What follows belongs to an exercise in optimizing a design on an open flow for small area and a short achievable clock period; a production flow would make more cautious choices. RTL that was checked went through simulation tests only; none was proved equivalent to the original. Function not checked in run 1: the RTL went through the layout flow alone. No activity file was given, so power comes from the tool's default toggle rates.

==> flow/design.v, too long to show whole: its modules and the start of the top module <==
// module FP32Mul_fa: 4 lines
// module FP32Mul_ha: 4 lines
// module FP32Mul_bsel: 3 lines
// module FP32Mul_add48: 261 lines
// module FP32Mul_shr: 201 lines
// module FP32Mul_lzc: 60 lines
// module FP32Multi: 1386 lines
module FP32Multi
(
    input         clk,
    input         input_valid,
    input [31:0]  x1,
    input [31:0]  x2,
    output [31:0] y,
    output reg    out_valid
);
  // ...
==> flow/flow/run.sh <==
#!/bin/bash
# Layout flow: the standard ORFS flow, with synthesis mapped by the ABC
# script in flow/abc.script (no ABC-side buffering/sizing; OpenROAD sizes
# the gates after placement) at a tighter ABC delay target.
set -euo pipefail
HERE=$(pwd)
ABC_D=${ABC_D:-$(cat flow/abc_d.txt 2>/dev/null || echo 3300)}
{
  cat <<'EOT'
proc abc {args} {
  set new {}
  set skip 0
  foreach a $args {
    if {$skip} { set skip 0; continue }
    if {$a eq "-script"} { lappend new -script $::env(MY_ABC_SCRIPT); set skip 1; continue }
    if {$a eq "-D"} { lappend new -D $::env(MY_ABC_D); set skip 1; continue }
    lappend new $a
  }
  puts "flow abc: $new"
  yosys abc {*}$new
}
EOT
  cat synth_recipe.tcl
} > my_synth.tcl
export MY_ABC_SCRIPT=$HERE/flow/abc.script
export MY_ABC_D=$ABC_D
sed "s#SYNTH_SCRIPT=[^ ]*#SYNTH_SCRIPT=$HERE/my_synth.tcl#" standard.sh > my_standard.sh
bash my_standard.sh > flow_make.log 2>&1
==> flow/flow/abc.script <==
&get -n
&st
&dch
&nf -R 1000
&put
topo
stime -c
==> flow/standard.sh <==
#!/bin/bash
# synth_recipe.tcl (not shown) runs the flow's synth.tcl, then flattens the netlist and writes it again
# the make line also repeats each setting of config.mk as NAME=value (left out here)
make -C /OpenROAD-flow-scripts/flow DESIGN_CONFIG=/design/flow/config.mk WORK_HOME=/design/flow/orfs CLKGATE_MAP_FILE= SYNTH_SCRIPT=/design/flow/synth_recipe.tcl "${@:-finish}"
==> flow/config.mk <==
export PLATFORM = sky130hd
export DESIGN_NAME = FP32Multi
export DESIGN_NICKNAME = FP32Multi
export VERILOG_FILES = /design/flow/design.v
export SDC_FILE = /design/flow/constraint.sdc
export NUM_CORES = 4
export LEC_CHECK = 0
export CAP_MARGIN = 20
export CORE_MARGIN = 2
export CORE_UTILIZATION = 60
export PLACE_DENSITY = 0.72
export SETUP_SLACK_MARGIN = 5
export SLEW_MARGIN = 20
export SYNTH_HIERARCHICAL = 1
==> flow/constraint.sdc <==
create_clock -name core_clock -period 8.5 [get_ports {clk}]
set_input_delay 1.7000 -clock core_clock [delete_from_list [all_inputs] [get_ports {clk}]]
set_output_delay 1.7000 -clock core_clock [all_outputs]
set_load 0.01 [all_outputs]
==> impl_results.html, run 1 <==
<table>
<tr><th>Metric</th><th>Value</th></tr>
<tr><th colspan="2">STA</th></tr>
<tr><td>Minimum hold slack</td><td>0.325 ns</td></tr>
<tr><td>Final number of hold-violating endpoints</td><td>0</td></tr>
<tr><td>Crit path time final</td><td>4.03 ns</td></tr>
<tr><td>Final setup slack of the worst path</td><td>4.47 ns</td></tr>
<tr><th colspan="2">Synth</th></tr>
<tr><td>Flip-flop and latch count after synthesis</td><td>262</td></tr>
<tr><td>Dominant combinational cell family by area after synthesis</td><td>adder cells</td></tr>
<tr><td>Post-synthesis sequential area ratio</td><td>23.7%</td></tr>
<tr><td>Compound-cell area share of the yosys netlist</td><td>18.5%</td></tr>
<tr><th colspan="2">Finish</th></tr>
<tr><td>Fin area</td><td>0.0276 mm2</td></tr>
<tr><td>Finished Layout Cells</td><td>2986</td></tr>
<tr><td>Share of the core filled with cells</td><td>75.7%</td></tr>
<tr><td>Commonest non-fill, non-tap cells in the layout</td><td>334 x sky130_fd_sc_hd__xnor2_1, 274 x sky130_fd_sc_hd__a22oi_1, 237 x sky130_fd_sc_hd__fa_1</td></tr>
<tr><td>Fraction of final layout cells with drive strength greater than 1</td><td>15.6%</td></tr>
<tr><td>Share of cell area taken by flip-flops and latches</td><td>19.5%</td></tr>
<tr><td>Register cell area after layout</td><td>0.00539 mm2</td></tr>
<tr><td>Count of plain and timing-repair buffers in the layout</td><td>218</td></tr>
<tr><th colspan="2">Min path</th></tr>
<tr><td>Class of the worst hold path</td><td>reg2reg</td></tr>
<tr><th colspan="2">Die</th></tr>
<tr><td>Area inside the core boundary</td><td>0.0364 mm2</td></tr>
<tr><td>Total die area</td><td>0.0384 mm2</td></tr>
<tr><td>Starting density of the core</td><td>60.7%</td></tr>
<tr><th colspan="2">Setup path</th></tr>
<tr><td>Depth of the most critical reg-to-reg path</td><td>24</td></tr>
<tr><td>Most repeated library cell on the critical path</td><td>sky130_fd_sc_hd__a21oi_1</td></tr>
<tr><td>CP peak stage delay</td><td>0.38 ns</td></tr>
<tr><td>Critical path peak fanout</td><td>5</td></tr>
<tr><th colspan="2">Clock tree</th></tr>
<tr><td>Later-pin clock latency in the skew report</td><td>0.57 ns</td></tr>
<tr><td>Maximum clock path buffer count</td><td>3</td></tr>
<tr><th colspan="2">Global routing</th></tr>
<tr><td>Met1 track demand over resource in global routing</td><td>44.9%</td></tr>
<tr><td>Global routing met3 resource utilization</td><td>11.7%</td></tr>
<tr><th colspan="2">Detailed routing</th></tr>
<tr><td>Overall via count from detail_route</td><td>19800</td></tr>
<tr><th colspan="2">Outcome</th></tr>
<tr><td>Run status</td><td>timing/DRC/antenna clean</td></tr>
<tr><th colspan="2">Power and ir drop</th></tr>
<tr><td>Share of power burned in combinational logic</td><td>73.4%</td></tr>
</table>
==> module FP32Mul_shr, before the edit <==
module FP32Mul_shr (input [47:0] p, input [5:0] sh, output [24:0] w);
    wire l0_0 = sh[5] ? p[32] : p[0];
    wire l0_1 = sh[5] ? p[33] : p[1];
    wire l0_2 = sh[5] ? p[34] : p[2];
    wire l0_3 = sh[5] ? p[35] : p[3];
    wire l0_4 = sh[5] ? p[36] : p[4];
    wire l0_5 = sh[5] ? p[37] : p[5];
    wire l0_6 = sh[5] ? p[38] : p[6];
    wire l0_7 = sh[5] ? p[39] : p[7];
    wire l0_8 = sh[5] ? p[40] : p[8];
    wire l0_9 = sh[5] ? p[41] : p[9];
    wire l0_10 = sh[5] ? p[42] : p[10];
    wire l0_11 = sh[5] ? p[43] : p[11];
    wire l0_12 = sh[5] ? p[44] : p[12];
    wire l0_13 = sh[5] ? p[45] : p[13];
    wire l0_14 = sh[5] ? p[46] : p[14];
    wire l0_15 = sh[5] ? p[47] : p[15];
    wire l0_16 = ~sh[5] & p[16];
    wire l0_17 = ~sh[5] & p[17];
    wire l0_18 = ~sh[5] & p[18];
    wire l0_19 = ~sh[5] & p[19];
    wire l0_20 = ~sh[5] & p[20];
    wire l0_21 = ~sh[5] & p[21];
    wire l0_22 = ~sh[5] & p[22];
    wire l0_23 = ~sh[5] & p[23];
    wire l0_24 = ~sh[5] & p[24];
    wire l0_25 = ~sh[5] & p[25];
    wire l0_26 = ~sh[5] & p[26];
    wire l0_27 = ~sh[5] & p[27];
    wire l0_28 = ~sh[5] & p[28];
    wire l0_29 = ~sh[5] & p[29];
    wire l0_30 = ~sh[5] & p[30];
    wire l0_31 = ~sh[5] & p[31];
    wire l0_32 = ~sh[5] & p[32];
    wire l0_33 = ~sh[5] & p[33];
    wire l0_34 = ~sh[5] & p[34];
    wire l0_35 = ~sh[5] & p[35];
    wire l0_36 = ~sh[5] & p[36];
    wire l0_37 = ~sh[5] & p[37];
    wire l0_38 = ~sh[5] & p[38];
    wire l0_39 = ~sh[5] & p[39];
    wire l0_40 = ~sh[5] & p[40];
    wire l0_41 = ~sh[5] & p[41];
    wire l0_42 = ~sh[5] & p[42];
    wire l0_43 = ~sh[5] & p[43];
    wire l0_44 = ~sh[5] & p[44];
    wire l0_45 = ~sh[5] & p[45];
    wire l0_46 = ~sh[5] & p[46];
    wire l0_47 = ~sh[5] & p[47];
    wire l1_0 = sh[4] ? l0_16 : l0_0;
    wire l1_1 = sh[4] ? l0_17 : l0_1;
    wire l1_2 = sh[4] ? l0_18 : l0_2;
    wire l1_3 = sh[4] ? l0_19 : l0_3;
    wire l1_4 = sh[4] ? l0_20 : l0_4;
    wire l1_5 = sh[4] ? l0_21 : l0_5;
    wire l1_6 = sh[4] ? l0_22 : l0_6;
    wire l1_7 = sh[4] ? l0_23 : l0_7;
    wire l1_8 = sh[4] ? l0_24 : l0_8;
    wire l1_9 = sh[4] ? l0_25 : l0_9;
    wire l1_10 = sh[4] ? l0_26 : l0_10;
    wire l1_11 = sh[4] ? l0_27 : l0_11;
    wire l1_12 = sh[4] ? l0_28 : l0_12;
    wire l1_13 = sh[4] ? l0_29 : l0_13;
    wire l1_14 = sh[4] ? l0_30 : l0_14;
    wire l1_15 = sh[4] ? l0_31 : l0_15;
    wire l1_16 = sh[4] ? l0_32 : l0_16;
    wire l1_17 = sh[4] ? l0_33 : l0_17;
    wire l1_18 = sh[4] ? l0_34 : l0_18;
    wire l1_19 = sh[4] ? l0_35 : l0_19;
    wire l1_20 = sh[4] ? l0_36 : l0_20;
    wire l1_21 = sh[4] ? l0_37 : l0_21;
    wire l1_22 = sh[4] ? l0_38 : l0_22;
    wire l1_23 = sh[4] ? l0_39 : l0_23;
    wire l1_24 = sh[4] ? l0_40 : l0_24;
    wire l1_25 = sh[4] ? l0_41 : l0_25;
    wire l1_26 = sh[4] ? l0_42 : l0_26;
    wire l1_27 = sh[4] ? l0_43 : l0_27;
    wire l1_28 = sh[4] ? l0_44 : l0_28;
    wire l1_29 = sh[4] ? l0_45 : l0_29;
    wire l1_30 = sh[4] ? l0_46 : l0_30;
    wire l1_31 = sh[4] ? l0_47 : l0_31;
    wire l1_32 = ~sh[4] & l0_32;
    wire l1_33 = ~sh[4] & l0_33;
    wire l1_34 = ~sh[4] & l0_34;
    wire l1_35 = ~sh[4] & l0_35;
    wire l1_36 = ~sh[4] & l0_36;
    wire l1_37 = ~sh[4] & l0_37;
    wire l1_38 = ~sh[4] & l0_38;
    wire l1_39 = ~sh[4] & l0_39;
    wire l2_0 = sh[3] ? l1_8 : l1_0;
    wire l2_1 = sh[3] ? l1_9 : l1_1;
    wire l2_2 = sh[3] ? l1_10 : l1_2;
    wire l2_3 = sh[3] ? l1_11 : l1_3;
    wire l2_4 = sh[3] ? l1_12 : l1_4;
    wire l2_5 = sh[3] ? l1_13 : l1_5;
    wire l2_6 = sh[3] ? l1_14 : l1_6;
    wire l2_7 = sh[3] ? l1_15 : l1_7;
    wire l2_8 = sh[3] ? l1_16 : l1_8;
    wire l2_9 = sh[3] ? l1_17 : l1_9;
    wire l2_10 = sh[3] ? l1_18 : l1_10;
    wire l2_11 = sh[3] ? l1_19 : l1_11;
    wire l2_12 = sh[3] ? l1_20 : l1_12;
    wire l2_13 = sh[3] ? l1_21 : l1_13;
    wire l2_14 = sh[3] ? l1_22 : l1_14;
    wire l2_15 = sh[3] ? l1_23 : l1_15;
    wire l2_16 = sh[3] ? l1_24 : l1_16;
    wire l2_17 = sh[3] ? l1_25 : l1_17;
    wire l2_18 = sh[3] ? l1_26 : l1_18;
    wire l2_19 = sh[3] ? l1_27 : l1_19;
    wire l2_20 = sh[3] ? l1_28 : l1_20;
    wire l2_21 = sh[3] ? l1_29 : l1_21;
    wire l2_22 = sh[3] ? l1_30 : l1_22;
    wire l2_23 = sh[3] ? l1_31 : l1_23;
    wire l2_24 = sh[3] ? l1_32 : l1_24;
    wire l2_25 = sh[3] ? l1_33 : l1_25;
    wire l2_26 = sh[3] ? l1_34 : l1_26;
    wire l2_27 = sh[3] ? l1_35 : l1_27;
    wire l2_28 = sh[3] ? l1_36 : l1_28;
    wire l2_29 = sh[3] ? l1_37 : l1_29;
    wire l2_30 = sh[3] ? l1_38 : l1_30;
    wire l2_31 = sh[3] ? l1_39 : l1_31;
    wire l3_0 = sh[2] ? l2_4 : l2_0;
    wire l3_1 = sh[2] ? l2_5 : l2_1;
    wire l3_2 = sh[2] ? l2_6 : l2_2;
    wire l3_3 = sh[2] ? l2_7 : l2_3;
    wire l3_4 = sh[2] ? l2_8 : l2_4;
    wire l3_5 = sh[2] ? l2_9 : l2_5;
    wire l3_6 = sh[2] ? l2_10 : l2_6;
    wire l3_7 = sh[2] ? l2_11 : l2_7;
    wire l3_8 = sh[2] ? l2_12 : l2_8;
    wire l3_9 = sh[2] ? l2_13 : l2_9;
    wire l3_10 = sh[2] ? l2_14 : l2_10;
    wire l3_11 = sh[2] ? l2_15 : l2_11;
    wire l3_12 = sh[2] ? l2_16 : l2_12;
    wire l3_13 = sh[2] ? l2_17 : l2_13;
    wire l3_14 = sh[2] ? l2_18 : l2_14;
    wire l3_15 = sh[2] ? l2_19 : l2_15;
    wire l3_16 = sh[2] ? l2_20 : l2_16;
    wire l3_17 = sh[2] ? l2_21 : l2_17;
    wire l3_18 = sh[2] ? l2_22 : l2_18;
    wire l3_19 = sh[2] ? l2_23 : l2_19;
    wire l3_20 = sh[2] ? l2_24 : l2_20;
    wire l3_21 = sh[2] ? l2_25 : l2_21;
    wire l3_22 = sh[2] ? l2_26 : l2_22;
    wire l3_23 = sh[2] ? l2_27 : l2_23;
    wire l3_24 = sh[2] ? l2_28 : l2_24;
    wire l3_25 = sh[2] ? l2_29 : l2_25;
    wire l3_26 = sh[2] ? l2_30 : l2_26;
    wire l3_27 = sh[2] ? l2_31 : l2_27;
    wire l4_0 = sh[1] ? l3_2 : l3_0;
    wire l4_1 = sh[1] ? l3_3 : l3_1;
    wire l4_2 = sh[1] ? l3_4 : l3_2;
    wire l4_3 = sh[1] ? l3_5 : l3_3;
    wire l4_4 = sh[1] ? l3_6 : l3_4;
    wire l4_5 = sh[1] ? l3_7 : l3_5;
    wire l4_6 = sh[1] ? l3_8 : l3_6;
    wire l4_7 = sh[1] ? l3_9 : l3_7;
    wire l4_8 = sh[1] ? l3_10 : l3_8;
    wire l4_9 = sh[1] ? l3_11 : l3_9;
    wire l4_10 = sh[1] ? l3_12 : l3_10;
    wire l4_11 = sh[1] ? l3_13 : l3_11;
    wire l4_12 = sh[1] ? l3_14 : l3_12;
    wire l4_13 = sh[1] ? l3_15 : l3_13;
    wire l4_14 = sh[1] ? l3_16 : l3_14;
    wire l4_15 = sh[1] ? l3_17 : l3_15;
    wire l4_16 = sh[1] ? l3_18 : l3_16;
    wire l4_17 = sh[1] ? l3_19 : l3_17;
    wire l4_18 = sh[1] ? l3_20 : l3_18;
    wire l4_19 = sh[1] ? l3_21 : l3_19;
    wire l4_20 = sh[1] ? l3_22 : l3_20;
    wire l4_21 = sh[1] ? l3_23 : l3_21;
    wire l4_22 = sh[1] ? l3_24 : l3_22;
    wire l4_23 = sh[1] ? l3_25 : l3_23;
    wire l4_24 = sh[1] ? l3_26 : l3_24;
    wire l4_25 = sh[1] ? l3_27 : l3_25;
    assign w[0] = sh[0] ? l4_1 : l4_0;
    assign w[1] = sh[0] ? l4_2 : l4_1;
    assign w[2] = sh[0] ? l4_3 : l4_2;
    assign w[3] = sh[0] ? l4_4 : l4_3;
    assign w[4] = sh[0] ? l4_5 : l4_4;
    assign w[5] = sh[0] ? l4_6 : l4_5;
    assign w[6] = sh[0] ? l4_7 : l4_6;
    assign w[7] = sh[0] ? l4_8 : l4_7;
    assign w[8] = sh[0] ? l4_9 : l4_8;
    assign w[9] = sh[0] ? l4_10 : l4_9;
    assign w[10] = sh[0] ? l4_11 : l4_10;
    assign w[11] = sh[0] ? l4_12 : l4_11;
    assign w[12] = sh[0] ? l4_13 : l4_12;
    assign w[13] = sh[0] ? l4_14 : l4_13;
    assign w[14] = sh[0] ? l4_15 : l4_14;
    assign w[15] = sh[0] ? l4_16 : l4_15;
    assign w[16] = sh[0] ? l4_17 : l4_16;
    assign w[17] = sh[0] ? l4_18 : l4_17;
    assign w[18] = sh[0] ? l4_19 : l4_18;
    assign w[19] = sh[0] ? l4_20 : l4_19;
    assign w[20] = sh[0] ? l4_21 : l4_20;
    assign w[21] = sh[0] ? l4_22 : l4_21;
    assign w[22] = sh[0] ? l4_23 : l4_22;
    assign w[23] = sh[0] ? l4_24 : l4_23;
    assign w[24] = sh[0] ? l4_25 : l4_24;
endmodule
==> inputs of run 2 (changes only) <==
--- a/flow/design.v
+++ b/flow/design.v
@@ -266,216 +266,165 @@
     assign s[41] = p0[41] ^ G121;
     assign s[42] = p0[42] ^ G122;
     assign s[43] = p0[43] ^ G123;
     assign s[44] = p0[44] ^ G124;
     assign s[45] = p0[45] ^ G125;
     assign s[46] = p0[46] ^ G126;
     assign s[47] = p0[47] ^ G127;
 endmodule
-module FP32Mul_shr (input [47:0] p, input [5:0] sh, output [24:0] w);
-    wire l0_0 = sh[5] ? p[32] : p[0];
-    wire l0_1 = sh[5] ? p[33] : p[1];
-    wire l0_2 = sh[5] ? p[34] : p[2];
-    wire l0_3 = sh[5] ? p[35] : p[3];
-    wire l0_4 = sh[5] ? p[36] : p[4];
-    wire l0_5 = sh[5] ? p[37] : p[5];
-    wire l0_6 = sh[5] ? p[38] : p[6];
-    wire l0_7 = sh[5] ? p[39] : p[7];
-    wire l0_8 = sh[5] ? p[40] : p[8];
-    wire l0_9 = sh[5] ? p[41] : p[9];
-    wire l0_10 = sh[5] ? p[42] : p[10];
-    wire l0_11 = sh[5] ? p[43] : p[11];
-    wire l0_12 = sh[5] ? p[44] : p[12];
-    wire l0_13 = sh[5] ? p[45] : p[13];
-    wire l0_14 = sh[5] ? p[46] : p[14];
-    wire l0_15 = sh[5] ? p[47] : p[15];
-    wire l0_16 = ~sh[5] & p[16];
-    wire l0_17 = ~sh[5] & p[17];
-    wire l0_18 = ~sh[5] & p[18];
-    wire l0_19 = ~sh[5] & p[19];
-    wire l0_20 = ~sh[5] & p[20];
-    wire l0_21 = ~sh[5] & p[21];
-    wire l0_22 = ~sh[5] & p[22];
-    wire l0_23 = ~sh[5] & p[23];
-    wire l0_24 = ~sh[5] & p[24];
-    wire l0_25 = ~sh[5] & p[25];
-    wire l0_26 = ~sh[5] & p[26];
-    wire l0_27 = ~sh[5] & p[27];
-    wire l0_28 = ~sh[5] & p[28];
-    wire l0_29 = ~sh[5] & p[29];
-    wire l0_30 = ~sh[5] & p[30];
-    wire l0_31 = ~sh[5] & p[31];
-    wire l0_32 = ~sh[5] & p[32];
-    wire l0_33 = ~sh[5] & p[33];
-    wire l0_34 = ~sh[5] & p[34];
-    wire l0_35 = ~sh[5] & p[35];
-    wire l0_36 = ~sh[5] & p[36];
-    wire l0_37 = ~sh[5] & p[37];
-    wire l0_38 = ~sh[5] & p[38];
-    wire l0_39 = ~sh[5] & p[39];
-    wire l0_40 = ~sh[5] & p[40];
-    wire l0_41 = ~sh[5] & p[41];
-    wire l0_42 = ~sh[5] & p[42];
-    wire l0_43 = ~sh[5] & p[43];
-    wire l0_44 = ~sh[5] & p[44];
-    wire l0_45 = ~sh[5] & p[45];
-    wire l0_46 = ~sh[5] & p[46];
-    wire l0_47 = ~sh[5] & p[47];
-    wire l1_0 = sh[4] ? l0_16 : l0_0;
-    wire l1_1 = sh[4] ? l0_17 : l0_1;
-    wire l1_2 = sh[4] ? l0_18 : l0_2;
-    wire l1_3 = sh[4] ? l0_19 : l0_3;
-    wire l1_4 = sh[4] ? l0_20 : l0_4;
-    wire l1_5 = sh[4] ? l0_21 : l0_5;
-    wire l1_6 = sh[4] ? l0_22 : l0_6;
-    wire l1_7 = sh[4] ? l0_23 : l0_7;
-    wire l1_8 = sh[4] ? l0_24 : l0_8;
-    wire l1_9 = sh[4] ? l0_25 : l0_9;
-    wire l1_10 = sh[4] ? l0_26 : l0_10;
-    wire l1_11 = sh[4] ? l0_27 : l0_11;
-    wire l1_12 = sh[4] ? l0_28 : l0_12;
-    wire l1_13 = sh[4] ? l0_29 : l0_13;
-    wire l1_14 = sh[4] ? l0_30 : l0_14;
-    wire l1_15 = sh[4] ? l0_31 : l0_15;
-    wire l1_16 = sh[4] ? l0_32 : l0_16;
-    wire l1_17 = sh[4] ? l0_33 : l0_17;
-    wire l1_18 = sh[4] ? l0_34 : l0_18;
-    wire l1_19 = sh[4] ? l0_35 : l0_19;
-    wire l1_20 = sh[4] ? l0_36 : l0_20;
-    wire l1_21 = sh[4] ? l0_37 : l0_21;
-    wire l1_22 = sh[4] ? l0_38 : l0_22;
-    wire l1_23 = sh[4] ? l0_39 : l0_23;
-    wire l1_24 = sh[4] ? l0_40 : l0_24;
-    wire l1_25 = sh[4] ? l0_41 : l0_25;
-    wire l1_26 = sh[4] ? l0_42 : l0_26;
-    wire l1_27 = sh[4] ? l0_43 : l0_27;
-    wire l1_28 = sh[4] ? l0_44 : l0_28;
-    wire l1_29 = sh[4] ? l0_45 : l0_29;
-    wire l1_30 = sh[4] ? l0_46 : l0_30;
-    wire l1_31 = sh[4] ? l0_47 : l0_31;
-    wire l1_32 = ~sh[4] & l0_32;
-    wire l1_33 = ~sh[4] & l0_33;
-    wire l1_34 = ~sh[4] & l0_34;
-    wire l1_35 = ~sh[4] & l0_35;
-    wire l1_36 = ~sh[4] & l0_36;
-    wire l1_37 = ~sh[4] & l0_37;
-    wire l1_38 = ~sh[4] & l0_38;
-    wire l1_39 = ~sh[4] & l0_39;
-    wire l2_0 = sh[3] ? l1_8 : l1_0;
-    wire l2_1 = sh[3] ? l1_9 : l1_1;
-    wire l2_2 = sh[3] ? l1_10 : l1_2;
-    wire l2_3 = sh[3] ? l1_11 : l1_3;
-    wire l2_4 = sh[3] ? l1_12 : l1_4;
-    wire l2_5 = sh[3] ? l1_13 : l1_5;
-    wire l2_6 = sh[3] ? l1_14 : l1_6;
-    wire l2_7 = sh[3] ? l1_15 : l1_7;
-    wire l2_8 = sh[3] ? l1_16 : l1_8;
-    wire l2_9 = sh[3] ? l1_17 : l1_9;
-    wire l2_10 = sh[3] ? l1_18 : l1_10;
-    wire l2_11 = sh[3] ? l1_19 : l1_11;
-    wire l2_12 = sh[3] ? l1_20 : l1_12;
-    wire l2_13 = sh[3] ? l1_21 : l1_13;
-    wire l2_14 = sh[3] ? l1_22 : l1_14;
-    wire l2_15 = sh[3] ? l1_23 : l1_15;
-    wire l2_16 = sh[3] ? l1_24 : l1_16;
-    wire l2_17 = sh[3] ? l1_25 : l1_17;
-    wire l2_18 = sh[3] ? l1_26 : l1_18;
-    wire l2_19 = sh[3] ? l1_27 : l1_19;
-    wire l2_20 = sh[3] ? l1_28 : l1_20;
-    wire l2_21 = sh[3] ? l1_29 : l1_21;
-    wire l2_22 = sh[3] ? l1_30 : l1_22;
-    wire l2_23 = sh[3] ? l1_31 : l1_23;
-    wire l2_24 = sh[3] ? l1_32 : l1_24;
-    wire l2_25 = sh[3] ? l1_33 : l1_25;
-    wire l2_26 = sh[3] ? l1_34 : l1_26;
-    wire l2_27 = sh[3] ? l1_35 : l1_27;
-    wire l2_28 = sh[3] ? l1_36 : l1_28;
-    wire l2_29 = sh[3] ? l1_37 : l1_29;
-    wire l2_30 = sh[3] ? l1_38 : l1_30;
-    wire l2_31 = sh[3] ? l1_39 : l1_31;
-    wire l3_0 = sh[2] ? l2_4 : l2_0;
-    wire l3_1 = sh[2] ? l2_5 : l2_1;
-    wire l3_2 = sh[2] ? l2_6 : l2_2;
-    wire l3_3 = sh[2] ? l2_7 : l2_3;
-    wire l3_4 = sh[2] ? l2_8 : l2_4;
-    wire l3_5 = sh[2] ? l2_9 : l2_5;
-    wire l3_6 = sh[2] ? l2_10 : l2_6;
-    wire l3_7 = sh[2] ? l2_11 : l2_7;
-    wire l3_8 = sh[2] ? l2_12 : l2_8;
-    wire l3_9 = sh[2] ? l2_13 : l2_9;
-    wire l3_10 = sh[2] ? l2_14 : l2_10;
-    wire l3_11 = sh[2] ? l2_15 : l2_11;
-    wire l3_12 = sh[2] ? l2_16 : l2_12;
-    wire l3_13 = sh[2] ? l2_17 : l2_13;
-    wire l3_14 = sh[2] ? l2_18 : l2_14;
-    wire l3_15 = sh[2] ? l2_19 : l2_15;
-    wire l3_16 = sh[2] ? l2_20 : l2_16;
-    wire l3_17 = sh[2] ? l2_21 : l2_17;
-    wire l3_18 = sh[2] ? l2_22 : l2_18;
-    wire l3_19 = sh[2] ? l2_23 : l2_19;
-    wire l3_20 = sh[2] ? l2_24 : l2_20;
-    wire l3_21 = sh[2] ? l2_25 : l2_21;
-    wire l3_22 = sh[2] ? l2_26 : l2_22;
-    wire l3_23 = sh[2] ? l2_27 : l2_23;
-    wire l3_24 = sh[2] ? l2_28 : l2_24;
-    wire l3_25 = sh[2] ? l2_29 : l2_25;
-    wire l3_26 = sh[2] ? l2_30 : l2_26;
-    wire l3_27 = sh[2] ? l2_31 : l2_27;
-    wire l4_0 = sh[1] ? l3_2 : l3_0;
-    wire l4_1 = sh[1] ? l3_3 : l3_1;
-    wire l4_2 = sh[1] ? l3_4 : l3_2;
-    wire l4_3 = sh[1] ? l3_5 : l3_3;
-    wire l4_4 = sh[1] ? l3_6 : l3_4;
-    wire l4_5 = sh[1] ? l3_7 : l3_5;
-    wire l4_6 = sh[1] ? l3_8 : l3_6;
-    wire l4_7 = sh[1] ? l3_9 : l3_7;
-    wire l4_8 = sh[1] ? l3_10 : l3_8;
-    wire l4_9 = sh[1] ? l3_11 : l3_9;
-    wire l4_10 = sh[1] ? l3_12 : l3_10;
-    wire l4_11 = sh[1] ? l3_13 : l3_11;
-    wire l4_12 = sh[1] ? l3_14 : l3_12;
-    wire l4_13 = sh[1] ? l3_15 : l3_13;
-    wire l4_14 = sh[1] ? l3_16 : l3_14;
-    wire l4_15 = sh[1] ? l3_17 : l3_15;
-    wire l4_16 = sh[1] ? l3_18 : l3_16;
-    wire l4_17 = sh[1] ? l3_19 : l3_17;
-    wire l4_18 = sh[1] ? l3_20 : l3_18;
-    wire l4_19 = sh[1] ? l3_21 : l3_19;
-    wire l4_20 = sh[1] ? l3_22 : l3_20;
-    wire l4_21 = sh[1] ? l3_23 : l3_21;
-    wire l4_22 = sh[1] ? l3_24 : l3_22;
-    wire l4_23 = sh[1] ? l3_25 : l3_23;
-    wire l4_24 = sh[1] ? l3_26 : l3_24;
-    wire l4_25 = sh[1] ? l3_27 : l3_25;
-    assign w[0] = sh[0] ? l4_1 : l4_0;
-    assign w[1] = sh[0] ? l4_2 : l4_1;
-    assign w[2] = sh[0] ? l4_3 : l4_2;
-    assign w[3] = sh[0] ? l4_4 : l4_3;
-    assign w[4] = sh[0] ? l4_5 : l4_4;
-    assign w[5] = sh[0] ? l4_6 : l4_5;
-    assign w[6] = sh[0] ? l4_7 : l4_6;
-    assign w[7] = sh[0] ? l4_8 : l4_7;
-    assign w[8] = sh[0] ? l4_9 : l4_8;
-    assign w[9] = sh[0] ? l4_10 : l4_9;
-    assign w[10] = sh[0] ? l4_11 : l4_10;
-    assign w[11] = sh[0] ? l4_12 : l4_11;
-    assign w[12] = sh[0] ? l4_13 : l4_12;
-    assign w[13] = sh[0] ? l4_14 : l4_13;
-    assign w[14] = sh[0] ? l4_15 : l4_14;
-    assign w[15] = sh[0] ? l4_16 : l4_15;
-    assign w[16] = sh[0] ? l4_17 : l4_16;
-    assign w[17] = sh[0] ? l4_18 : l4_17;
-    assign w[18] = sh[0] ? l4_19 : l4_18;
-    assign w[19] = sh[0] ? l4_20 : l4_19;
-    assign w[20] = sh[0] ? l4_21 : l4_20;
-    assign w[21] = sh[0] ? l4_22 : l4_21;
-    assign w[22] = sh[0] ? l4_23 : l4_22;
-    assign w[23] = sh[0] ? l4_24 : l4_23;
-    assign w[24] = sh[0] ? l4_25 : l4_24;
+module FP32Mul_shr (input [47:0] p, input [3:0] sh, output [27:0] w);
+    wire l0_0 = sh[3] ? p[32] : p[0];
+    wire l0_1 = sh[3] ? p[33] : p[1];
+    wire l0_2 = sh[3] ? p[34] : p[2];
+    wire l0_3 = sh[3] ? p[35] : p[3];
+    wire l0_4 = sh[3] ? p[36] : p[4];
+    wire l0_5 = sh[3] ? p[37] : p[5];
+    wire l0_6 = sh[3] ? p[38] : p[6];
+    wire l0_7 = sh[3] ? p[39] : p[7];
+    wire l0_8 = sh[3] ? p[40] : p[8];
+    wire l0_9 = sh[3] ? p[41] : p[9];
+    wire l0_10 = sh[3] ? p[42] : p[10];
+    wire l0_11 = sh[3] ? p[43] : p[11];
+    wire l0_12 = sh[3] ? p[44] : p[12];
+    wire l0_13 = sh[3] ? p[45] : p[13];
+    wire l0_14 = sh[3] ? p[46] : p[14];
+    wire l0_15 = sh[3] ? p[47] : p[15];
+    wire l0_16 = ~sh[3] & p[16];
+    wire l0_17 = ~sh[3] & p[17];
+    wire l0_18 = ~sh[3] & p[18];
+    wire l0_19 = ~sh[3] & p[19];
+    wire l0_20 = ~sh[3] & p[20];
+    wire l0_21 = ~sh[3] & p[21];
+    wire l0_22 = ~sh[3] & p[22];
+    wire l0_23 = ~sh[3] & p[23];
+    wire l0_24 = ~sh[3] & p[24];
+    wire l0_25 = ~sh[3] & p[25];
+    wire l0_26 = ~sh[3] & p[26];
+    wire l0_27 = ~sh[3] & p[27];
+    wire l0_28 = ~sh[3] & p[28];
+    wire l0_29 = ~sh[3] & p[29];
+    wire l0_30 = ~sh[3] & p[30];
+    wire l0_31 = ~sh[3] & p[31];
+    wire l0_32 = ~sh[3] & p[32];
+    wire l0_33 = ~sh[3] & p[33];
+    wire l0_34 = ~sh[3] & p[34];
+    wire l0_35 = ~sh[3] & p[35];
+    wire l0_36 = ~sh[3] & p[36];
+    wire l0_37 = ~sh[3] & p[37];
+    wire l0_38 = ~sh[3] & p[38];
+    wire l0_39 = ~sh[3] & p[39];
+    wire l0_40 = ~sh[3] & p[40];
+    wire l0_41 = ~sh[3] & p[41];
+    wire l0_42 = ~sh[3] & p[42];
+    wire l0_43 = ~sh[3] & p[43];
+    wire l0_44 = ~sh[3] & p[44];
+    wire l0_45 = ~sh[3] & p[45];
+    wire l0_46 = ~sh[3] & p[46];
+    wire l0_47 = ~sh[3] & p[47];
+    wire l1_0 = sh[2] ? l0_16 : l0_0;
+    wire l1_1 = sh[2] ? l0_17 : l0_1;
+    wire l1_2 = sh[2] ? l0_18 : l0_2;
+    wire l1_3 = sh[2] ? l0_19 : l0_3;
+    wire l1_4 = sh[2] ? l0_20 : l0_4;
+    wire l1_5 = sh[2] ? l0_21 : l0_5;
+    wire l1_6 = sh[2] ? l0_22 : l0_6;
+    wire l1_7 = sh[2] ? l0_23 : l0_7;
+    wire l1_8 = sh[2] ? l0_24 : l0_8;
+    wire l1_9 = sh[2] ? l0_25 : l0_9;
+    wire l1_10 = sh[2] ? l0_26 : l0_10;
+    wire l1_11 = sh[2] ? l0_27 : l0_11;
+    wire l1_12 = sh[2] ? l0_28 : l0_12;
+    wire l1_13 = sh[2] ? l0_29 : l0_13;
+    wire l1_14 = sh[2] ? l0_30 : l0_14;
+    wire l1_15 = sh[2] ? l0_31 : l0_15;
+    wire l1_16 = sh[2] ? l0_32 : l0_16;
+    wire l1_17 = sh[2] ? l0_33 : l0_17;
+    wire l1_18 = sh[2] ? l0_34 : l0_18;
+    wire l1_19 = sh[2] ? l0_35 : l0_19;
+    wire l1_20 = sh[2] ? l0_36 : l0_20;
+    wire l1_21 = sh[2] ? l0_37 : l0_21;
+    wire l1_22 = sh[2] ? l0_38 : l0_22;
+    wire l1_23 = sh[2] ? l0_39 : l0_23;
+    wire l1_24 = sh[2] ? l0_40 : l0_24;
+    wire l1_25 = sh[2] ? l0_41 : l0_25;
+    wire l1_26 = sh[2] ? l0_42 : l0_26;
+    wire l1_27 = sh[2] ? l0_43 : l0_27;
+    wire l1_28 = sh[2] ? l0_44 : l0_28;
+    wire l1_29 = sh[2] ? l0_45 : l0_29;
+    wire l1_30 = sh[2] ? l0_46 : l0_30;
+    wire l1_31 = sh[2] ? l0_47 : l0_31;
+    wire l1_32 = ~sh[2] & l0_32;
+    wire l1_33 = ~sh[2] & l0_33;
+    wire l1_34 = ~sh[2] & l0_34;
+    wire l1_35 = ~sh[2] & l0_35;
+    wire l1_36 = ~sh[2] & l0_36;
+    wire l1_37 = ~sh[2] & l0_37;
+    wire l1_38 = ~sh[2] & l0_38;
+    wire l1_39 = ~sh[2] & l0_39;
+    wire l2_0 = sh[1] ? l1_8 : l1_0;
+    wire l2_1 = sh[1] ? l1_9 : l1_1;
+    wire l2_2 = sh[1] ? l1_10 : l1_2;
+    wire l2_3 = sh[1] ? l1_11 : l1_3;
+    wire l2_4 = sh[1] ? l1_12 : l1_4;
+    wire l2_5 = sh[1] ? l1_13 : l1_5;
+    wire l2_6 = sh[1] ? l1_14 : l1_6;
+    wire l2_7 = sh[1] ? l1_15 : l1_7;
+    wire l2_8 = sh[1] ? l1_16 : l1_8;
+    wire l2_9 = sh[1] ? l1_17 : l1_9;
+    wire l2_10 = sh[1] ? l1_18 : l1_10;
+    wire l2_11 = sh[1] ? l1_19 : l1_11;
+    wire l2_12 = sh[1] ? l1_20 : l1_12;
+    wire l2_13 = sh[1] ? l1_21 : l1_13;
+    wire l2_14 = sh[1] ? l1_22 : l1_14;
+    wire l2_15 = sh[1] ? l1_23 : l1_15;
+    wire l2_16 = sh[1] ? l1_24 : l1_16;
+    wire l2_17 = sh[1] ? l1_25 : l1_17;
+    wire l2_18 = sh[1] ? l1_26 : l1_18;
+    wire l2_19 = sh[1] ? l1_27 : l1_19;
+    wire l2_20 = sh[1] ? l1_28 : l1_20;
+    wire l2_21 = sh[1] ? l1_29 : l1_21;
+    wire l2_22 = sh[1] ? l1_30 : l1_22;
+    wire l2_23 = sh[1] ? l1_31 : l1_23;
+    wire l2_24 = sh[1] ? l1_32 : l1_24;
+    wire l2_25 = sh[1] ? l1_33 : l1_25;
+    wire l2_26 = sh[1] ? l1_34 : l1_26;
+    wire l2_27 = sh[1] ? l1_35 : l1_27;
+    wire l2_28 = sh[1] ? l1_36 : l1_28;
+    wire l2_29 = sh[1] ? l1_37 : l1_29;
+    wire l2_30 = sh[1] ? l1_38 : l1_30;
+    wire l2_31 = sh[1] ? l1_39 : l1_31;
+    assign w[0] = sh[0] ? l2_4 : l2_0;
+    assign w[1] = sh[0] ? l2_5 : l2_1;
+    assign w[2] = sh[0] ? l2_6 : l2_2;
+    assign w[3] = sh[0] ? l2_7 : l2_3;
+    assign w[4] = sh[0] ? l2_8 : l2_4;
+    assign w[5] = sh[0] ? l2_9 : l2_5;
+    assign w[6] = sh[0] ? l2_10 : l2_6;
+    assign w[7] = sh[0] ? l2_11 : l2_7;
+    assign w[8] = sh[0] ? l2_12 : l2_8;
+    assign w[9] = sh[0] ? l2_13 : l2_9;
+    assign w[10] = sh[0] ? l2_14 : l2_10;
+    assign w[11] = sh[0] ? l2_15 : l2_11;
+    assign w[12] = sh[0] ? l2_16 : l2_12;
+    assign w[13] = sh[0] ? l2_17 : l2_13;
+    assign w[14] = sh[0] ? l2_18 : l2_14;
+    assign w[15] = sh[0] ? l2_19 : l2_15;
+    assign w[16] = sh[0] ? l2_20 : l2_16;
+    assign w[17] = sh[0] ? l2_21 : l2_17;
+    assign w[18] = sh[0] ? l2_22 : l2_18;
+    assign w[19] = sh[0] ? l2_23 : l2_19;
+    assign w[20] = sh[0] ? l2_24 : l2_20;
+    assign w[21] = sh[0] ? l2_25 : l2_21;
+    assign w[22] = sh[0] ? l2_26 : l2_22;
+    assign w[23] = sh[0] ? l2_27 : l2_23;
+    assign w[24] = sh[0] ? l2_28 : l2_24;
+    assign w[25] = sh[0] ? l2_29 : l2_25;
+    assign w[26] = sh[0] ? l2_30 : l2_26;
+    assign w[27] = sh[0] ? l2_31 : l2_27;
 endmodule
 module FP32Mul_lzc (input [22:0] f, output [4:0] lz);
     wire v0_0 = 1'b0 | f[22];
     wire v0_1 = f[21] | f[20];
     wire v0_2 = f[19] | f[18];
     wire v0_3 = f[17] | f[16];
     wire v0_4 = f[15] | f[14];
     wire v0_5 = f[13] | f[12];
@@ -559,25 +508,28 @@
     assign one_0[gi] = bm[2*gi+1] ^ bm[2*gi];
     assign two_0[gi] = (bm[2*gi+2] & ~bm[2*gi+1] & ~bm[2*gi]) | (~bm[2*gi+2] & bm[2*gi+1] & bm[2*gi]);
     assign neg_0[gi] = bm[2*gi+2] & ~(bm[2*gi+1] & bm[2*gi]);
 end endgenerate
 reg [23:0] m1_1;
 reg [11:0] one_1, two_1, neg_1;
 reg        top_1;
 reg [8:0]  es_1;
+reg        inf_1, zero_1;
 reg [4:0]  lz_1;
 reg        s_1, v_1;
 always @(posedge clk) begin
     m1_1  <= {nz1, x1[22:0]};
     one_1 <= one_0;
     two_1 <= two_0;
     neg_1 <= neg_0;
     top_1 <= nz2;
-    es_1  <= inf_0 ? 9'h1ff : (zero_0 ? 9'h000 : esum_0);
+    es_1  <= esum_0;
+    inf_1 <= inf_0;
+    zero_1 <= zero_0;
     lz_1  <= lz_0;
     s_1   <= x1[31] ^ x2[31];
     v_1   <= input_valid;
 end
     wire one0 = one_1[0];
     wire two0 = two_1[0];
     wire neg0 = neg_1[0];
     wire p1;
@@ -1852,19 +1804,20 @@
     wire s937, c938;
     FP32Mul_fa u_s937 (.a(c764), .b(c846), .c(s847), .s(s937), .co(c938));
     wire s939, c940;
     FP32Mul_fa u_s939 (.a(p324), .b(s849), .c(c848), .s(s939), .co(c940));
     wire s941, c942;
     FP32Mul_fa u_s941 (.a(p326), .b(p350), .c(c850), .s(s941), .co(c942));
     wire [47:0] sa_1 = {c940, c938, c936, c934, c932, c930, c928, c926, c924, c922, c920, c918, c916, c914, c912, c910, c908, c906, c904, c902, c900, c898, c896, c894, c892, c890, c888, c886, c884, c882, c880, c878, c876, c874, c872, c870, c868, c866, c864, c862, c860, c858, c856, c854, c852, p30, p2, p26};
     wire [47:0] sb_1 = {s941, s939, s937, s935, s933, s931, s929, s927, s925, s923, s921, s919, s917, s915, s913, s911, s909, s907, s905, s903, s901, s899, s897, s895, s893, s891, s889, s887, s885, s883, s881, s879, s877, s875, s873, s871, s869, s867, s865, s863, s861, s859, s857, s855, s853, s851, 1'b0, p1};
-wire [9:0]  d      = {1'b0, es_1} + 10'd64 - {5'b0, lz_1};
+wire [8:0]  es_f   = inf_1 ? 9'h1ff : (zero_1 ? 9'h000 : es_1);
+wire [9:0]  d      = {1'b0, es_f} + 10'd64 - {5'b0, lz_1};
 wire        sub_sel = (d <= 10'd191);
-wire [9:0]  shs    = 10'd150 - {1'b0, es_1};
+wire [9:0]  shs    = 10'd150 - {1'b0, es_f};
 wire [5:0]  sh     = sub_sel ? ((|shs[9:6]) ? 6'd63 : shs[5:0]) : (6'd23 - {1'b0, lz_1});
 wire        ovf0   = ~sub_sel & (d >= 10'd445);
 wire        ovf1   = ~sub_sel & (d >= 10'd446);
 wire [7:0]  dm     = d[7:0] - 8'd190;
 wire [7:0]  ex     = sub_sel ? {7'd0, d == 10'd191} : dm;
 reg [47:0] sa_2, sb_2;
 reg [5:0]  sh_2;
 reg [7:0]  ex_2;
@@ -1876,31 +1829,35 @@
     ex_2   <= ex;
     sub_2  <= sub_sel;
     ovf0_2 <= ovf0;
     ovf1_2 <= ovf1;
     s_2    <= s_1;
     v_2    <= v_1;
 end
 wire [47:0] p;
-wire [24:0] w;
+wire [27:0] w4;
 FP32Mul_add48 u_add (.a(sa_2), .b(sb_2), .s(p));
-FP32Mul_shr   u_shr (.p(p), .sh(sh_2), .w(w));
-reg [24:0] w_3;
+FP32Mul_shr   u_shr (.p(p), .sh(sh_2[5:2]), .w(w4));
+reg [27:0] w4_3;
+reg [1:0]  shl_3;
 reg [7:0]  ex_3;
 reg        sub_3, ovf0_3, ovf1_3, s_3, v_3;
 always @(posedge clk) begin
-    w_3    <= w;
+    w4_3   <= w4;
+    shl_3  <= sh_2[1:0];
     ex_3   <= ex_2;
     sub_3  <= sub_2;
     ovf0_3 <= ovf0_2;
     ovf1_3 <= ovf1_2;
     s_3    <= s_2;
     v_3    <= v_2;
 end
+wire [25:0] w2_3 = shl_3[1] ? w4_3[27:2] : w4_3[25:0];
+wire [24:0] w_3  = shl_3[0] ? w2_3[25:1] : w2_3[24:0];
 wire        n = ~w_3[24];
 reg  [7:0]  ey;
 reg  [22:0] fy;
 always @* begin
     if (sub_3) begin
         ey = {7'd0, ex_3[0] & w_3[24]};
         fy = w_3[23:1];
     end else if (n ? ovf1_3 : ovf0_3) begin
--- a/flow/flow/run.sh
+++ b/flow/flow/run.sh
@@ -17,12 +17,14 @@
     lappend new $a
   }
   puts "flow abc: $new"
   yosys abc {*}$new
 }
 EOT
   cat synth_recipe.tcl
 } > my_synth.tcl
+# optional extra ORFS settings
+[ -f flow/env.sh ] && source flow/env.sh
 export MY_ABC_SCRIPT=$HERE/flow/abc.script
 export MY_ABC_D=$ABC_D
 sed "s#SYNTH_SCRIPT=[^ ]*#SYNTH_SCRIPT=$HERE/my_synth.tcl#" standard.sh > my_standard.sh
 bash my_standard.sh > flow_make.log 2>&1
==> flow/flow/abc.script (replaced) <==
&get -n
&st
&dch
&nf
&st
&syn2
&if -g -K 6
&synch2
&nf
&st
&syn2
&if -g -K 6
&synch2
&nf
&st
&syn2
&if -g -K 6
&synch2
&nf
&put
topo
stime -c
==> flow/flow/env.sh (new file) <==
export BUFFER_PORTS_ARGS="-buffer_cell sky130_fd_sc_hd__buf_1"
--- a/flow/config.mk
+++ b/flow/config.mk
@@ -7,8 +7,9 @@
 export LEC_CHECK = 0
 export CAP_MARGIN = 20
 export CORE_MARGIN = 2
 export CORE_UTILIZATION = 60
 export PLACE_DENSITY = 0.72
 export SETUP_SLACK_MARGIN = 5
 export SLEW_MARGIN = 20
 export SYNTH_HIERARCHICAL = 1
+export TNS_END_PERCENT = 0
==> run 2 against run 1 <==
Against the previous run: sequential power up 2%; utilization fell by 6.6 points; routed wire length down 9.8%; first-iteration DRC count down 14%; combinational power shrank 14%; sequential share of layout area rose by 1.4 points; critical path type unchanged.
==> impl_results.html, run 2 <==
<table>
<tr><th>Metric</th><th>Value</th></tr>
<tr><th colspan="2">Outcome</th></tr>
<tr><td>Run status</td><td>timing/DRC/antenna clean (unchanged)</td></tr>
<tr><th colspan="2">STA</th></tr>
<tr><td>Setup repair after global routing missed its margin</td><td>true (unchanged)</td></tr>
<tr><td>Setup TNS Final</td><td>0 ns (unchanged)</td></tr>
<tr><td>Slew margin rel.</td><td>32.2% (was 44.9%)</td></tr>
<tr><td>Final number of hold-violating endpoints</td><td>0 (unchanged)</td></tr>
<tr><td>Crit path time final</td><td>3.62 ns (was 4.03 ns)</td></tr>
<tr><td>Pins over their slew limit</td><td>0 (unchanged)</td></tr>
<tr><td>Setup skew after layout</td><td>0.0131 ns (was 0.0160 ns)</td></tr>
<tr><td>Final setup violation count</td><td>0 (unchanged)</td></tr>
<tr><td>Minimum hold slack</td><td>0.324 ns (was 0.325 ns)</td></tr>
<tr><td>Ratio of final minimum period to clock period</td><td>42.6% (was 47.5%)</td></tr>
<tr><td>Max Clk Rate</td><td>0.276 GHz (was 0.248 GHz)</td></tr>
<tr><td>Transition at the pin with the smallest max-transition slack</td><td>1.02 ns (was 0.821 ns)</td></tr>
<tr><th colspan="2">Setup path</th></tr>
<tr><td>Buffers &amp; Inverters on Critical Path</td><td>1 (was 5)</td></tr>
<tr><td>Worst Setup End Kind</td><td>register (unchanged)</td></tr>
<tr><td>CP peak stage delay</td><td>0.52 ns (was 0.38 ns)</td></tr>
<tr><td>Cell chain of the critical path</td><td>buf_4 &gt; a22oi_1 &gt; xnor2_1 &gt; fa_1 &gt; fa_1 &gt; fa_1 &gt; fa_1 &gt; fa_1 (was ha_4 &gt; inv_4 &gt; fa_2 &gt; nor2_2 &gt; a211oi_2 &gt; o31a_1 &gt; o31ai_4 &gt; and3_4 &gt; a2111oi_4 &gt; buf_4 &gt; buf_8 &gt; buf_4 &gt; nor4b_4 &gt; a211oi_2 &gt; xnor2_1 &gt; inv_2 &gt; a21oi_1 &gt; o21ai_1 &gt; a21oi_1 &gt; a21oi_2 &gt; a21o_1 &gt; a21oi_2 &gt; nor2_1 &gt; a21oi_1)</td></tr>
<tr><td>Required time of the critical path</td><td>8.95 ns (was 9.00 ns)</td></tr>
<tr><td>CP max-delay cell</td><td>sky130_fd_sc_hd__fa_1 (was sky130_fd_sc_hd__fa_2)</td></tr>
<tr><td>Critical path peak fanout</td><td>25 (was 5)</td></tr>
<tr><td>Family of cells with the greatest summed delay on the critical path</td><td>adder cells (was compound AO/OA/AOI/OAI gates)</td></tr>
<tr><td>Most repeated library cell on the critical path</td><td>sky130_fd_sc_hd__fa_1 (was sky130_fd_sc_hd__a21oi_1)</td></tr>
<tr><td>Startpoint type of the worst setup path</td><td>register (unchanged)</td></tr>
<tr><td>Worst setup path class</td><td>reg2reg (unchanged)</td></tr>
<tr><td>Worst EP arrival</td><td>4.07 ns (was 4.53 ns)</td></tr>
<tr><th colspan="2">Finish</th></tr>
<tr><td>Biggest register</td><td>sa_2 (unchanged)</td></tr>
<tr><td>Fraction of final layout cells with drive strength greater than 1</td><td>9.84% (was 15.6%)</td></tr>
<tr><td>Flip-flop count of the largest register, all copies and words added</td><td>48 (unchanged)</td></tr>
<tr><td>Finished Layout Cells</td><td>2920 (was 2986)</td></tr>
<tr><td>Number of fillers in the final layout</td><td>2859 (was 2590)</td></tr>
<tr><td>Fin area</td><td>0.0260 mm2 (was 0.0276 mm2)</td></tr>
<tr><td>Number of nets at the end of the flow</td><td>2836 (was 2950)</td></tr>
<tr><td>Largest regs</td><td>sa_2 (48), sb_2 (47), y_4 (32) (unchanged)</td></tr>
<tr><td>Most common library cell in the layout ignoring fill and taps</td><td>sky130_fd_sc_hd__xnor2_1 (unchanged)</td></tr>
<tr><td>Relative area change from synthesis to final layout</td><td>14.0% (was 24.9%)</td></tr>
<tr><td>Commonest non-fill, non-tap cells in the layout</td><td>337 x sky130_fd_sc_hd__xnor2_1, 301 x sky130_fd_sc_hd__a22oi_1, 264 x sky130_fd_sc_hd__fa_1 (was 334 x sky130_fd_sc_hd__xnor2_1, 274 x sky130_fd_sc_hd__a22oi_1, 237 x sky130_fd_sc_hd__fa_1)</td></tr>
<tr><th colspan="2">Synth</th></tr>
<tr><td>Syn Std Cell Area</td><td>0.0228 mm2 (was 0.0221 mm2)</td></tr>
<tr><td>Fraction of synthesized cell area taken by the top area cell type</td><td>23.6% (was 24.1%)</td></tr>
<tr><td>Library cell with the largest summed area after synthesis</td><td>sky130_fd_sc_hd__dfxtp_1 (was sky130_fd_sc_hd__fa_1)</td></tr>
<tr><td>Flip-flop and latch count after synthesis</td><td>269 (was 262)</td></tr>
<tr><td>Main area contributors after synthesis</td><td>sky130_fd_sc_hd__dfxtp_1 24%, sky130_fd_sc_hd__fa_1 23%, sky130_fd_sc_hd__xnor2_1 13%, sky130_fd_sc_hd__a22oi_1 10%, sky130_fd_sc_hd__ha_1 6.6% (was sky130_fd_sc_hd__fa_1 24%, sky130_fd_sc_hd__dfxtp_1 24%, sky130_fd_sc_hd__xnor2_1 14%, sky130_fd_sc_hd__a22oi_1 10%, sky130_fd_sc_hd__ha_1 6.8%)</td></tr>
<tr><td>Post-synthesis sequential area ratio</td><td>23.6% (was 23.7%)</td></tr>
<tr><td>Top post-synthesis cells by count</td><td>344 x sky130_fd_sc_hd__xnor2_1, 303 x sky130_fd_sc_hd__a22oi_1, 269 x sky130_fd_sc_hd__dfxtp_1 (was 342 x sky130_fd_sc_hd__xnor2_1, 300 x sky130_fd_sc_hd__a22oi_1, 266 x sky130_fd_sc_hd__fa_1)</td></tr>
<tr><td>Top FF cell, synth</td><td>sky130_fd_sc_hd__dfxtp_1 (unchanged)</td></tr>
<tr><td>YS warnings</td><td>7 (unchanged)</td></tr>
<tr><td>Library cell with the highest instance count after synthesis</td><td>sky130_fd_sc_hd__xnor2_1 (unchanged)</td></tr>
<tr><td>Share of synthesized flip-flops with an asynchronous set or reset</td><td>0% (unchanged)</td></tr>
<tr><td>Post-synthesis average cell area</td><td>10.6 um2 (was 9.92 um2)</td></tr>
<tr><td>Instance count of the mapped netlist</td><td>2151 (was 2227)</td></tr>
<tr><td>Number of flops mapped to enable cells by yosys</td><td>0 (unchanged)</td></tr>
<tr><td>Distinct cell type count after synthesis</td><td>58 (was 49)</td></tr>
<tr><th colspan="2">Detailed routing</th></tr>
<tr><td>Routed wire length</td><td>68300 um (was 75700 um)</td></tr>
<tr><td>Average routed wire per standard cell</td><td>23.4 um (was 25.4 um)</td></tr>
<tr><td>Pre-Repair DR Iteration Count</td><td>7 (was 10)</td></tr>
<tr><td>Overall via count from detail_route</td><td>19000 (was 19800)</td></tr>
<tr><td>Number of DRC violations after detailed-routing iteration 0</td><td>1958 (was 2288)</td></tr>
<tr><td>Average vias per placed instance</td><td>6.49 (was 6.62)</td></tr>
<tr><td>Final ANT Viol Nets</td><td>0 (unchanged)</td></tr>
<tr><td>DRC violation count after routing</td><td>0 (unchanged)</td></tr>
<tr><th colspan="2">Clock tree</th></tr>
<tr><td>CTS Buf Count</td><td>30 (was 27)</td></tr>
<tr><td>H-tree depth</td><td>1 (unchanged)</td></tr>
<tr><td>Root cell of the clock tree</td><td>sky130_fd_sc_hd__clkbuf_16 (unchanged)</td></tr>
<tr><td>Later-pin clock latency in the skew report</td><td>0.58 ns (was 0.57 ns)</td></tr>
<tr><td>Clock tree from TritonCTS</td><td>built (unchanged)</td></tr>
<tr><td>Maximum clock path buffer count</td><td>3 (unchanged)</td></tr>
<tr><td>Clock-pin transition on the worst setup and hold timing paths</td><td>0.06 ns (about the same)</td></tr>
<tr><td>Number of clock sinks</td><td>269 (was 262)</td></tr>
<tr><th colspan="2">Min path</th></tr>
<tr><td>Class of the worst hold path</td><td>reg2reg (unchanged)</td></tr>
<tr><th colspan="2">Die</th></tr>
<tr><td>Site Rows</td><td>71 (was 70)</td></tr>
<tr><td>Area inside the core boundary</td><td>0.0376 mm2 (was 0.0364 mm2)</td></tr>
<tr><td>Total die area</td><td>0.0396 mm2 (was 0.0384 mm2)</td></tr>
<tr><td>Chip height</td><td>199 um (was 196 um)</td></tr>
<tr><td>Starting density of the core</td><td>60.7% (about the same)</td></tr>
<tr><td>X dimension of the die</td><td>199 um (was 196 um)</td></tr>
<tr><td>Number of primary I/O pins</td><td>99 (unchanged)</td></tr>
<tr><th colspan="2">Global routing</th></tr>
<tr><td>Number of global-route vias before repair</td><td>19600 (was 19800)</td></tr>
<tr><td>Global routing met3 resource utilization</td><td>9.99% (was 11.7%)</td></tr>
<tr><td>GR Overflow Total</td><td>0 (unchanged)</td></tr>
<tr><td>Global-route wire length before repair</td><td>107000 um (about the same)</td></tr>
<tr><td>Top Usage Layer GRT</td><td>met2 (unchanged)</td></tr>
<tr><td>Number of antenna violations at the first check in global routing</td><td>2 (was 1)</td></tr>
<tr><td>Overall routing resource usage</td><td>35.1% (was 35.9%)</td></tr>
<tr><td>Maximum number of pins on one net before global-route repair</td><td>48 (was 53)</td></tr>
<tr><td>Met2 usage in global routing</td><td>54.5% (was 56.8%)</td></tr>
<tr><td>Met1 track demand over resource in global routing</td><td>45.4% (was 44.9%)</td></tr>
<tr><th colspan="2">Power and ir drop</th></tr>
<tr><td>Power density of the placed cells</td><td>427 mW/mm2 (was 441 mW/mm2)</td></tr>
<tr><td>Relative contribution of the clock network to total power</td><td>11.7% (was 9.7%)</td></tr>
<tr><td>Share of power burned in combinational logic</td><td>69.4% (was 73.4%)</td></tr>
<tr><td>Static power due to leakage</td><td>9.85 nW (was 10.5 nW)</td></tr>
<tr><td>Net Switching</td><td>5.13 mW (was 5.77 mW)</td></tr>
<tr><td>Internal</td><td>5.97 mW (was 6.38 mW)</td></tr>
<tr><td>Maximum vdd drop</td><td>0.214 mV (was 0.287 mV)</td></tr>
<tr><td>Total design power</td><td>11.1 mW (was 12.2 mW)</td></tr>
<tr><td>Seq pwr share</td><td>18.9% (was 16.9%)</td></tr>
<tr><td>Switching power share of the total</td><td>46.2% (was 47.5%)</td></tr>
<tr><th colspan="2">Flow run</th></tr>
<tr><td>Max_cap viols</td><td>0 (unchanged)</td></tr>
<tr><th colspan="2">Placed design</th></tr>
<tr><td>Routability congestion estimate</td><td>0.963 (was 0.960)</td></tr>
<tr><td>Number of buffer cells added on primary ports</td><td>98 (unchanged)</td></tr>
<tr><td>Instance count after placement with tap cells included</td><td>2842 (was 2871)</td></tr>
<tr><td>HPWL reported at the end of detailed placement</td><td>46000 um (was 45300 um)</td></tr>
<tr><td>Cell area after placement</td><td>0.0244 mm2 (was 0.0243 mm2)</td></tr>
</table>
[run 2: changes by cell type after synthesis, moves of 18 or more]
cell | previous run | this run
sky130_fd_sc_hd__a21oi_1 | 153 | 94
sky130_fd_sc_hd__mux2i_1 | 21 | 39
sky130_fd_sc_hd__mux4_2 | 0 | 26
sky130_fd_sc_hd__nand2_1 | 148 | 107
sky130_fd_sc_hd__nor2_1 | 146 | 87
sky130_fd_sc_hd__o21ai_0 | 108 | 45
[run 2: per-module statistics from Yosys (local to each module, per instance)]
module	copies in the design	flip-flops and latches	cells inside	area [um2]
FP32Mul_ha	28	0	1	12.5
FP32Mul_shr	1	0	183	1320
FP32Mul_lzc	2	0	44	241
FP32Mul_fa	258	0	1	20.0
FP32Mul_bsel	300	0	2	16.3
FP32Multi	1	269	740	8690
FP32Mul_add48	1	0	254	1910
[run 2: layout make-up]
cell class	instances	area (um2)	area share [%]
inverter	95	362	1.39
multi-input combinational	1811	17500	67.3
sequential	269	5440	20.9
clock buffer	44	903	3.48
clock inverter	12	124	0.477
antenna	1	2.50	0.00963
timing repair buffer	177	1020	3.94
tap	511	639	2.46
[run 2: what timing repair did]
| item | CTS | global route |
|---|---|---|
| setup endpoints to repair | 91 | 81 |
| hold buffers | 0 | 0 |
| resized for setup | 61 | 47 |
| setup buffers | 15 | 6 |
| pin swaps | 25 | 26 |
[run 2: logic make-up (layout without fill, tap and decap cells)]
kind of cell	Yosys count	in the layout	synth area share [%]
and+or+nand+nor	389	389	8.43
other	1	26	0.0164
xor gates and xnor gates	362	362	13.9
adders and majority gates	386	386	29.9
DFF	269	269	23.6
muxes	82	82	5.12
AOI/OAI and AO/OA	567	567	17.4
buffers and inverters	95	328	1.56
[run 2: layer usage]
metal | wire length (um) | vias up | share of wire, %
met2 | 30500 | 1175 | 45
met4 | 3390 | 2 | 5.0
met5 | 13 | - | 0.019
met3 | 7730 | 274 | 11
li1 | - | 8276 | -
met1 | 26700 | 9226 | 39
[run 2: final timing paths]
kind                               start       end  slack [ns]  cells past startpoint
worst min-delay path             ex_2[7]   ex_3[7]        0.32                      0
worst max-delay path            one_1[4]  sb_2[26]        4.88                      8
worst max register to register  one_1[4]  sb_2[26]        4.88                      8
worst min register to register   ex_2[7]   ex_3[7]        0.32                      0
[run 2: power groups by stage]
stage / sequential (mW) / combinational [mW] / clock [mW]
final: 2.10 / 7.70 / 1.30
after global placement: 2.09 / 6.89 / 0
after detailed placement: 2.11 / 7.10 / 0
after floorplan: 2.15 / 4.77 / 0
after CTS: 2.09 / 7.40 / 1.32
after global routing: 2.14 / 8.48 / 1.37
[run 2: stage by stage]
stage               worst slack [ns]  utilization [%]
detailed placement              4.28             64.9
finish                          4.88             69.2
global route                    4.78             69.2
CTS                             4.87             68.5
floorplan                       4.66                -
global placement                4.35             64.8
==> inputs of run 3 (changes only) <==
==> flow/flow/abc.script (replaced) <==
&get -n
&st
&dch
&nf -R 1000
&put
topo
stime -c
==> run 3 against run 2 <==
Against the previous run: utilization increased by 0.28 points; global-route usage rose by 0.31 points; final cell count is 1.3% lower; via count shrank 0.56%; critical endpoint is now sb_2[24]; highest routed layer unchanged.
==> impl_results.html, run 3 <==
<table>
<tr><th>Metric</th><th>Value</th></tr>
<tr><th colspan="2">Outcome</th></tr>
<tr><td>Run status</td><td>timing/DRC/antenna clean (unchanged)</td></tr>
<tr><th colspan="2">Power and ir drop</th></tr>
<tr><td>Static power due to leakage</td><td>9.63 nW (was 9.85 nW)</td></tr>
<tr><td>Power density of the placed cells</td><td>428 mW/mm2 (was 427 mW/mm2)</td></tr>
<tr><td>Seq pwr share</td><td>19.2% (was 18.9%)</td></tr>
<tr><td>Relative contribution of the clock network to total power</td><td>11.9% (was 11.7%)</td></tr>
<tr><th colspan="2">Global routing</th></tr>
<tr><td>Maximum number of pins on one net before global-route repair</td><td>51 (was 48)</td></tr>
<tr><td>Met2 usage in global routing</td><td>56.6% (was 54.5%)</td></tr>
<tr><td>Number of antenna violations at the first check in global routing</td><td>1 (was 2)</td></tr>
<tr><td>Top Usage Layer GRT</td><td>met2 (unchanged)</td></tr>
<tr><th colspan="2">Min path</th></tr>
<tr><td>Hold Crit Endpoint</td><td>out_valid (was ex_3[7])</td></tr>
<tr><td>Class of the worst hold path</td><td>reg2reg (unchanged)</td></tr>
<tr><td>Hold path start</td><td>v_3 (was ex_2[7])</td></tr>
<tr><th colspan="2">Synth</th></tr>
<tr><td>Synthesized-area fraction occupied by adder cells</td><td>30.5% (was 29.9%)</td></tr>
<tr><td>Multiplexer share of the synthesized area</td><td>3.06% (was 5.12%)</td></tr>
<tr><td>Post-synthesis sequential area ratio</td><td>24.1% (was 23.6%)</td></tr>
<tr><td>Simple-gate share of the synthesized area</td><td>8.70% (was 8.43%)</td></tr>
<tr><td>Dominant combinational cell family by area after synthesis</td><td>adder cells (unchanged)</td></tr>
<tr><th colspan="2">Detailed routing</th></tr>
<tr><td>Overall via count from detail_route</td><td>18800 (was 19000)</td></tr>
<tr><td>Pre-Repair DR Iteration Count</td><td>9 (was 7)</td></tr>
<tr><th colspan="2">Setup path</th></tr>
<tr><td>Critical Path Start</td><td>m1_1[15] (was one_1[4])</td></tr>
<tr><td>Required time of the critical path</td><td>8.94 ns (was 8.95 ns)</td></tr>
<tr><td>Worst EP arrival</td><td>4.11 ns (was 4.07 ns)</td></tr>
<tr><td>Critical path peak fanout</td><td>25 (unchanged)</td></tr>
<tr><th colspan="2">Finish</th></tr>
<tr><td>Biggest register</td><td>sa_2 (unchanged)</td></tr>
<tr><td>Most common library cell in the layout ignoring fill and taps</td><td>sky130_fd_sc_hd__xnor2_1 (unchanged)</td></tr>
<tr><td>Number of nets at the end of the flow</td><td>2844 (was 2836)</td></tr>
<tr><th colspan="2">Flow run</th></tr>
<tr><td>Max_cap viols</td><td>0 (unchanged)</td></tr>
<tr><th colspan="2">Clock tree</th></tr>
<tr><td>Clock tree from TritonCTS</td><td>built (unchanged)</td></tr>
<tr><th colspan="2">Die</th></tr>
<tr><td>X dimension of the die</td><td>197 um (was 199 um)</td></tr>
<tr><td>Starting density of the core</td><td>61.0% (was 60.7%)</td></tr>
<tr><td>Chip height</td><td>197 um (was 199 um)</td></tr>
<tr><th colspan="2">Placed design</th></tr>
<tr><td>Routability congestion estimate</td><td>0.975 (was 0.963)</td></tr>
<tr><th colspan="2">STA</th></tr>
<tr><td>Final number of hold-violating endpoints</td><td>0 (unchanged)</td></tr>
<tr><td>Final setup violation count</td><td>0 (unchanged)</td></tr>
</table>
[run 3: cells by family (layout without fill, tap and decap cells)]
| group | count (synthesis) | after routing |
|---|---|---|
| and+or+nand+nor | 393 | 393 |
| AOI/OAI and AO/OA | 591 | 591 |
| muxes | 64 | 64 |
| xor gates and xnor gates | 367 | 367 |
| other | 1 | 26 |
| DFF | 269 | 269 |
| buffers and inverters | 95 | 317 |
| adders and majority gates | 386 | 386 |
[run 3: layer usage]
layer	vias up	wire length, um
li1	8225	-
met2	1330	30500
met3	282	8550
met1	9008	26000
met4	2	3290
met5	-	8
[run 3: final cells by class]
cell class                      count  share of cell area (%)
Multi-Input combinational cell   1826                    67.1
Clock inverter                     10                   0.687
Sequential cell                   269                    21.3
Inverter                           95                    1.43
Tap cell                          468                    2.30
Clock buffer                       41                    3.18
Antenna cell                        1                 0.00982
Timing Repair Buffer              171                    4.03
[run 3: per-stage QoR]
stage / utilization, % / hold slack (ns) / std cells
floorplan: - / 0.310 / 2190
global route: 69.4 / 0.325 / 2880
finish: 69.5 / 0.326 / 2881
CTS: 69.3 / 0.329 / 2879
detailed placement: 65.2 / 0.313 / 2814
global placement: 65.2 / 0.310 / 2814
[run 3: worst max-delay path by stage]
| stage | cells after the start | endpoint | slack, ns |
|---|---|---|---|
| 2_1_floorplan | 12 | es_1[8] | 4.72 |
| 3_3_place_gp | 16 | w4_3[25] | 4.15 |
| 3_5_place_dp | 17 | w4_3[17] | 4.10 |
| 4_1_cts | 17 | w4_3[13] | 4.93 |
| 5_1_grt | 20 | w4_3[1] | 4.71 |
| 6_report | 8 | sb_2[24] | 4.84 |
[run 3: power by group through the flow]
stage          Clock [mW]  Sequential, mW  Combinational, mW
3_5_place_dp            0            2.10               6.86
5_1_grt              1.37            2.13               8.25
2_1_floorplan           0            2.17               4.59
4_1_cts              1.32            2.09               7.28
3_3_place_gp            0            2.09               6.69
6_report             1.30            2.10               7.52
[run 3: critical path, cell delays in order (launching register included)]
cell and delay (ns):
sky130_fd_sc_hd__dfxtp_1 0.30, sky130_fd_sc_hd__buf_4 0.38, sky130_fd_sc_hd__a22oi_1 0.18, sky130_fd_sc_hd__xnor2_1 0.26
sky130_fd_sc_hd__fa_1 0.49, sky130_fd_sc_hd__fa_1 0.50, sky130_fd_sc_hd__fa_1 0.39, sky130_fd_sc_hd__fa_1 0.56
sky130_fd_sc_hd__fa_1 0.44
[run 3: repair_timing]
action	in CTS	in global routing
buffers inserted	14	1
pin swaps	40	12
hold buffers	0	0
endpoints found under the setup margin	94	82
gates resized for setup	112	14
[run 3: Yosys stat by module, one instance, submodules excluded, a selection]
module / cells / times used / cell area (um2) / flops+latches
FP32Mul_add48: 259 / 1 / 1910 / 0
FP32Mul_bsel: 2 / 300 / 16.3 / 0
FP32Mul_fa: 1 / 258 / 20.0 / 0
FP32Mul_ha: 1 / 28 / 12.5 / 0
FP32Mul_shr: 205 / 1 / 1070 / 0
FP32Multi: 732 / 1 / 8580 / 269

[re-timing with driven ports]
The results above use ideal ports. As a check the final layouts listed here were re-extracted and re-timed, cells and wires unchanged. Step 1 assumes that a clkbuf_16 drives the clock port and a buf_2 every other input. Step 2 adds t to the input delays and takes it off the output delays; t is the mean of the earliest and latest rising clock arrival at the registers after step 1. Input paths then give back, and output paths get back, about the clock's delay inside the block. Slacks: ideal ports / drivers / drivers and shift; pairs: ideal ports / drivers.
run	t, ns	slack for setup (ns)	slew at the worst register clock pin (ns)	worst data-port slew with drivers (ns)
run 1	0.618	4.466 / 4.466 / 4.466	0.07 / 0.07	0.04
run 2	0.634	4.880 / 4.880 / 4.441	0.06 / 0.06	0.05
run 3	0.629	4.836 / 4.836 / 4.343	0.06 / 0.06	0.05
After both steps every run listed still meets setup and hold. For run 3, which loses most, drivers alone change the setup slack by 0.000 ns; drivers and shift together by -0.493 ns.
